What follows belongs to an exercise in optimizing a design on an open flow for small area; a production flow would make more cautious choices. Where RTL was checked, it was by simulation tests only, not by an equivalence proof against the original. Power is estimated from default activity; no workload was simulated.

==> flow/design.v <==
module pong_main
#(
  parameter SCR_W = 1280,
  parameter SCR_H = 720,
  parameter SIM = 1'b0
)
(
  input  wire        CLK,
  input  wire        RST,
  input  wire [10:0] H_CNT,
  input  wire [10:0] V_CNT,
  input  wire        EncA_QA,
  input  wire        EncA_QB,
  input  wire        EncB_QA,
  input  wire        EncB_QB,
  output wire [7:0]  RED,
  output wire [7:0]  GREEN,
  output wire [7:0]  BLUE,
  output wire [3:0]  LED
);
  function [11:0] add11;             
    input [10:0] a, b;
    integer i;
    reg c;
    begin
      c = 1'b0;
      for (i = 0; i < 11; i = i + 1) begin
        add11[i] = a[i] ^ b[i] ^ c;
        c = (a[i] & b[i]) | ((a[i] ^ b[i]) & c);
      end
      add11[11] = c;
    end
  endfunction
  function [10:0] addk11;            
    input [10:0] a;
    input        en, dn;
    integer i;
    reg c, k;
    begin
      c = 1'b0;
      for (i = 0; i < 11; i = i + 1) begin
        k = (i == 0) ? en : (en & dn);
        addk11[i] = a[i] ^ k ^ c;
        c = (a[i] & k) | ((a[i] ^ k) & c);
      end
    end
  endfunction
  function [8:0] addk9;              
    input [8:0] a;
    input       en, dn;
    integer i;
    reg c;
    reg [8:0] k;
    begin
      k = {{6{en & dn}}, en & ~dn, en & dn, en};
      c = 1'b0;
      for (i = 0; i < 9; i = i + 1) begin
        addk9[i] = a[i] ^ k[i] ^ c;
        c = (a[i] & k[i]) | ((a[i] ^ k[i]) & c);
      end
    end
  endfunction
  function [14:0] inc15;
    input [14:0] a;
    integer i;
    reg c;
    begin
      c = 1'b1;
      for (i = 0; i < 15; i = i + 1) begin
        inc15[i] = a[i] ^ c;
        c = c & a[i];
      end
    end
  endfunction
  function [5:0] inc6;
    input [5:0] a;
    integer i;
    reg c;
    begin
      c = 1'b1;
      for (i = 0; i < 6; i = i + 1) begin
        inc6[i] = a[i] ^ c;
        c = c & a[i];
      end
    end
  endfunction
  function gec12;                    
    input [11:0] x, k;
    integer i;
    reg ge;
    begin
      ge = 1'b1;
      for (i = 0; i < 12; i = i + 1)
        ge = k[i] ? (x[i] & ge) : (x[i] | ge);
      gec12 = ge;
    end
  endfunction
  localparam [3:0] START = 4'd0, RLM = 4'd1, LRM = 4'd2, LRUL = 4'd3,
                   LRUR = 4'd4, LRL = 4'd5, TBR = 4'd6, BTR = 4'd7,
                   RLL = 4'd8, BTL = 4'd9;
  reg [14:0] hb;           
  reg [10:0] bhn;          
  reg [8:0]  tl, tr;       
  reg        apre, bpre;
  reg [3:0]  seg;
  reg [5:0]  u;            
  wire [10:0] bh = ~bhn;
  wire mv    = u[5];
  wire start = (seg == START);
  reg        cm, cinv;
  reg [10:0] A;
  always @(*) begin
    case (seg)
      LRUL:    begin cm = 1'b1; cinv = 1'b1; A = 11'd1668; end   
      LRUR:    begin cm = 1'b1; cinv = 1'b1; A = 11'd423;  end   
      RLL:     begin cm = 1'b1; cinv = 1'b1; A = 11'd423;  end   
      BTR:     begin cm = 1'b1; cinv = 1'b1; A = 11'd966;  end   
      LRL:     begin cm = 1'b1; cinv = 1'b0; A = 11'd1707; end   
      TBR:     begin cm = 1'b1; cinv = 1'b0; A = 11'd359;  end   
      BTL:     begin cm = 1'b1; cinv = 1'b0; A = 11'd202;  end   
      default: begin cm = 1'b0; cinv = 1'b0; A = 11'd1687; end   
    endcase
  end
  wire [10:0] bvx = {11{cm}} & (bhn ^ {11{cinv}});
  wire [11:0] bvs = add11(A, bvx);
  wire [10:0] bvn = bvs[10:0];
  wire [11:0] sh = add11(H_CNT, bhn);
  wire [11:0] sv = add11(V_CNT, bvn);
  wire in_h = gec12(sh, 12'd2040) & ~gec12(sh, 12'd2055);
  wire in_v = gec12(sv, 12'd2040) & ~gec12(sv, 12'd2055);
  wire ball = in_h & in_v & (bhn[10:3] != 8'hFF) & (bvn[10:3] != 8'hFF);
  wire top  = (V_CNT == 11'd0) | (V_CNT == 11'd719);
  wire [8:0]  tpn = H_CNT[10] ? ~tr : ~tl;
  wire [11:0] sp  = add11(V_CNT, {2'b00, tpn});
  wire pcol = (H_CNT == 11'd3) | (H_CNT == 11'd11) | (H_CNT == 11'd1272) | (H_CNT == 11'd1280);
  wire pad  = pcol & gec12(sp, 12'd511) & ~gec12(sp, 12'd692);
  wire white = ball | top;
  assign RED   = {8{white | pad}};
  assign GREEN = {8{white}};
  assign BLUE  = {8{white}};
  always @(posedge CLK or posedge RST)
    if (RST) hb <= 15'd0;
    else     hb <= inc15(hb);
  assign LED = hb[14:11];
  wire a_fall = apre & ~EncA_QA;
  wire b_fall = bpre & ~EncB_QA;
  wire tl_max = tl[8] & tl[7] & tl[6];                 
  wire tl_min = ~tl[8] & ~tl[7] & ~tl[5] & ~tl[0];     
  wire tr_max = tr[8] & tr[7] & tr[6];
  wire tr_min = ~tr[8] & ~tr[7] & ~tr[5] & ~tr[0];
  wire a_en = a_fall & ~(EncA_QB ? tl_min : tl_max);
  wire b_en = b_fall & ~(EncB_QB ? tr_min : tr_max);
  always @(posedge CLK or posedge RST)
    if (RST) begin
      apre <= 1'b0;
      bpre <= 1'b0;
      tl   <= 9'd270;
      tr   <= 9'd270;
    end else begin
      apre <= EncA_QA;
      bpre <= EncB_QA;
      tl   <= addk9(tl, a_en, EncA_QB);
      tr   <= addk9(tr, b_en, EncB_QB);
    end
  wire l_top = gec12({3'd0, tl}, 12'd271) & ~gec12({3'd0, tl}, 12'd361);
  wire l_bot = gec12({3'd0, tl}, 12'd180) & ~gec12({3'd0, tl}, 12'd270);
  wire l_mid = (tl == 9'd270);
  wire r_top = gec12({3'd0, tr}, 12'd271) & ~gec12({3'd0, tr}, 12'd361);
  wire r_bot = gec12({3'd0, tr}, 12'd180) & ~gec12({3'd0, tr}, 12'd270);
  reg       go_start, stay;
  reg [3:0] nseg;
  always @(*) begin
    go_start = 1'b0;
    stay     = 1'b0;
    nseg     = seg;
    case (seg)
      RLM:  if (bh == 11'd0) go_start = 1'b1;
            else if (bh == 11'd19) begin
              if (l_bot)      nseg = LRL;
              else if (l_top) nseg = LRUL;
              else if (l_mid) nseg = LRM;
            end
      LRM:  if (bh == 11'd1271) go_start = 1'b1;
            else if (bh == 11'd1264) begin
              if (r_top)      nseg = LRUR;
              else if (r_bot) nseg = RLL;
            end
      LRUL: if (bh == 11'd369) nseg = TBR;
      LRL:  if (bh == 11'd370) nseg = BTR;
      RLL:  if (bh == 11'd913) nseg = BTL;
      BTL:  if (bh == 11'd8) go_start = 1'b1;
      TBR:  if (bh == 11'd1272) go_start = 1'b1;
            else stay = 1'b1;
      default:                        
            if (bh == 11'd1272) go_start = 1'b1;
    endcase
  end
  wire step  = ~start & ~mv & (u[4:0] == 5'd31);
  wire left  = (seg == RLM) | (seg == RLL) | (seg == BTL);
  wire h_en  = step | (mv & stay);
  wire [10:0] bhn_step = addk11(bhn, h_en, ~left);
  always @(posedge CLK or posedge RST)
    if (RST) begin
      seg <= START;
      u   <= 6'd0;
      bhn <= ~11'd640;
    end else begin
      bhn <= (mv & go_start) ? ~11'd640 : bhn_step;
      if (start)
        seg <= RLM;
      else if (mv) begin
        if (go_start) begin
          seg <= START;
          u   <= 6'd0;
        end else if (!stay) begin
          seg <= nseg;
          u   <= 6'd0;
        end
      end else
        u <= inc6(u);
    end
endmodule
clock: 10.0 ns
lec_check: 0
cap_margin: 20
core_margin: 2
core_utilization: 40
slew_margin: 20
run.sh (not shown) runs the stock make flow with config.mk's settings and CLKGATE_MAP_FILE= SYNTH_SCRIPT=/design/flow/synth_recipe.tcl, a recipe that flattens the netlist after the stock synthesis.
Change:
--- a/flow/design.v
+++ b/flow/design.v
@@ -61,24 +61,13 @@
     end
   endfunction
-  function [14:0] inc15;
-    input [14:0] a;
+  function [3:0] addk4;              
+    input [3:0] a;
+    input       en;
     integer i;
     reg c;
     begin
-      c = 1'b1;
-      for (i = 0; i < 15; i = i + 1) begin
-        inc15[i] = a[i] ^ c;
-        c = c & a[i];
-      end
-    end
-  endfunction
-  function [5:0] inc6;
-    input [5:0] a;
-    integer i;
-    reg c;
-    begin
-      c = 1'b1;
-      for (i = 0; i < 6; i = i + 1) begin
-        inc6[i] = a[i] ^ c;
+      c = en;
+      for (i = 0; i < 4; i = i + 1) begin
+        addk4[i] = a[i] ^ c;
         c = c & a[i];
       end
@@ -99,12 +88,13 @@
                    LRUR = 4'd4, LRL = 4'd5, TBR = 4'd6, BTR = 4'd7,
                    RLL = 4'd8, BTL = 4'd9;
-  reg [14:0] hb;           
+  reg [10:0] lf;           
+  reg [3:0]  hb;           
   reg [10:0] bhn;          
   reg [8:0]  tl, tr;       
   reg        apre, bpre;
   reg [3:0]  seg;
-  reg [5:0]  u;            
+  reg [4:0]  u;            
+  reg        mv;           
   wire [10:0] bh = ~bhn;
-  wire mv    = u[5];
   wire start = (seg == START);
   reg        cm, cinv;
@@ -139,8 +129,15 @@
   assign GREEN = {8{white}};
   assign BLUE  = {8{white}};
+  wire lf_z    = (lf[9:0] == 10'd0);
+  wire lf_wrap = lf[10] & lf_z;
   always @(posedge CLK or posedge RST)
-    if (RST) hb <= 15'd0;
-    else     hb <= inc15(hb);
-  assign LED = hb[14:11];
+    if (RST) begin
+      lf <= 11'd0;
+      hb <= 4'd0;
+    end else begin
+      lf <= {lf[9:0], lf[10] ^ lf[8] ^ lf_z};
+      hb <= addk4(hb, lf_wrap);
+    end
+  assign LED = hb;
   wire a_fall = apre & ~EncA_QA;
   wire b_fall = bpre & ~EncB_QA;
@@ -196,5 +193,6 @@
     endcase
   end
-  wire step  = ~start & ~mv & (u[4:0] == 5'd31);
+  wire u_z   = (u[3:0] == 4'd0);
+  wire step  = ~start & ~mv & u[4] & u_z;
   wire left  = (seg == RLM) | (seg == RLL) | (seg == BTL);
   wire h_en  = step | (mv & stay);
@@ -203,5 +201,6 @@
     if (RST) begin
       seg <= START;
-      u   <= 6'd0;
+      u   <= 5'd0;
+      mv  <= 1'b0;
       bhn <= ~11'd640;
     end else begin
@@ -212,11 +211,13 @@
         if (go_start) begin
           seg <= START;
-          u   <= 6'd0;
+          mv  <= 1'b0;
         end else if (!stay) begin
           seg <= nseg;
-          u   <= 6'd0;
+          mv  <= 1'b0;
         end
-      end else
-        u <= inc6(u);
+      end else begin
+        u  <= {u[3:0], u[4] ^ u[2] ^ u_z};
+        mv <= step;
+      end
     end
 endmodule
Outcome: The changed run finished clean; final cell count came out lower by 0.56%; maximum frequency is lower by 1.5%; critical path depth falls by 4; clock skew barely changes; total power came out higher by 0.80%; die area is lower by 1.3%; global-route usage goes up by 0.58 points; wire length barely changes; clock power stays flat.
For the first run of this note, only the layout was checked, not whether the RTL still works.

re-timing with driven ports:
Ports are ideal in the flow. The routed layouts listed here were re-timed in OpenROAD.
Step 1 (the two cells are an assumption about what drives the block):
set clk [get_ports {CLK}]
set_driving_cell -lib_cell sky130_fd_sc_hd__clkbuf_16 $clk
set_driving_cell -lib_cell sky130_fd_sc_hd__buf_2 [delete_from_list [all_inputs] $clk]
Step 2 adds t to the input delays and takes it off the output delays; t is the mean of the earliest and latest rising clock arrival at the registers after step 1. Input paths then give back, and output paths get back, about the clock's delay inside the block.
a / b / c = ideal ports / drivers / drivers and shift; a / b = the first two.
| run | t, ns | setup slack, ns | latest minus earliest clock arrival (ns) | worst register clock-pin slew, ns | worst slew at a driven data input, ns |
|---|---|---|---|---|---|
| the first run | 0.326 | 0.345 / 0.315 / 0.315 | 0.007 / 0.007 | 0.07 / 0.07 | 0.05 |
| the second run | 0.339 | 0.201 / 0.172 / 0.172 | 0.007 / 0.007 | 0.07 / 0.07 | 0.04 |
After both steps every run listed still meets setup and hold. For the first run, which loses most, drivers alone change the setup slack by -0.030 ns; drivers and shift together by -0.030 ns.
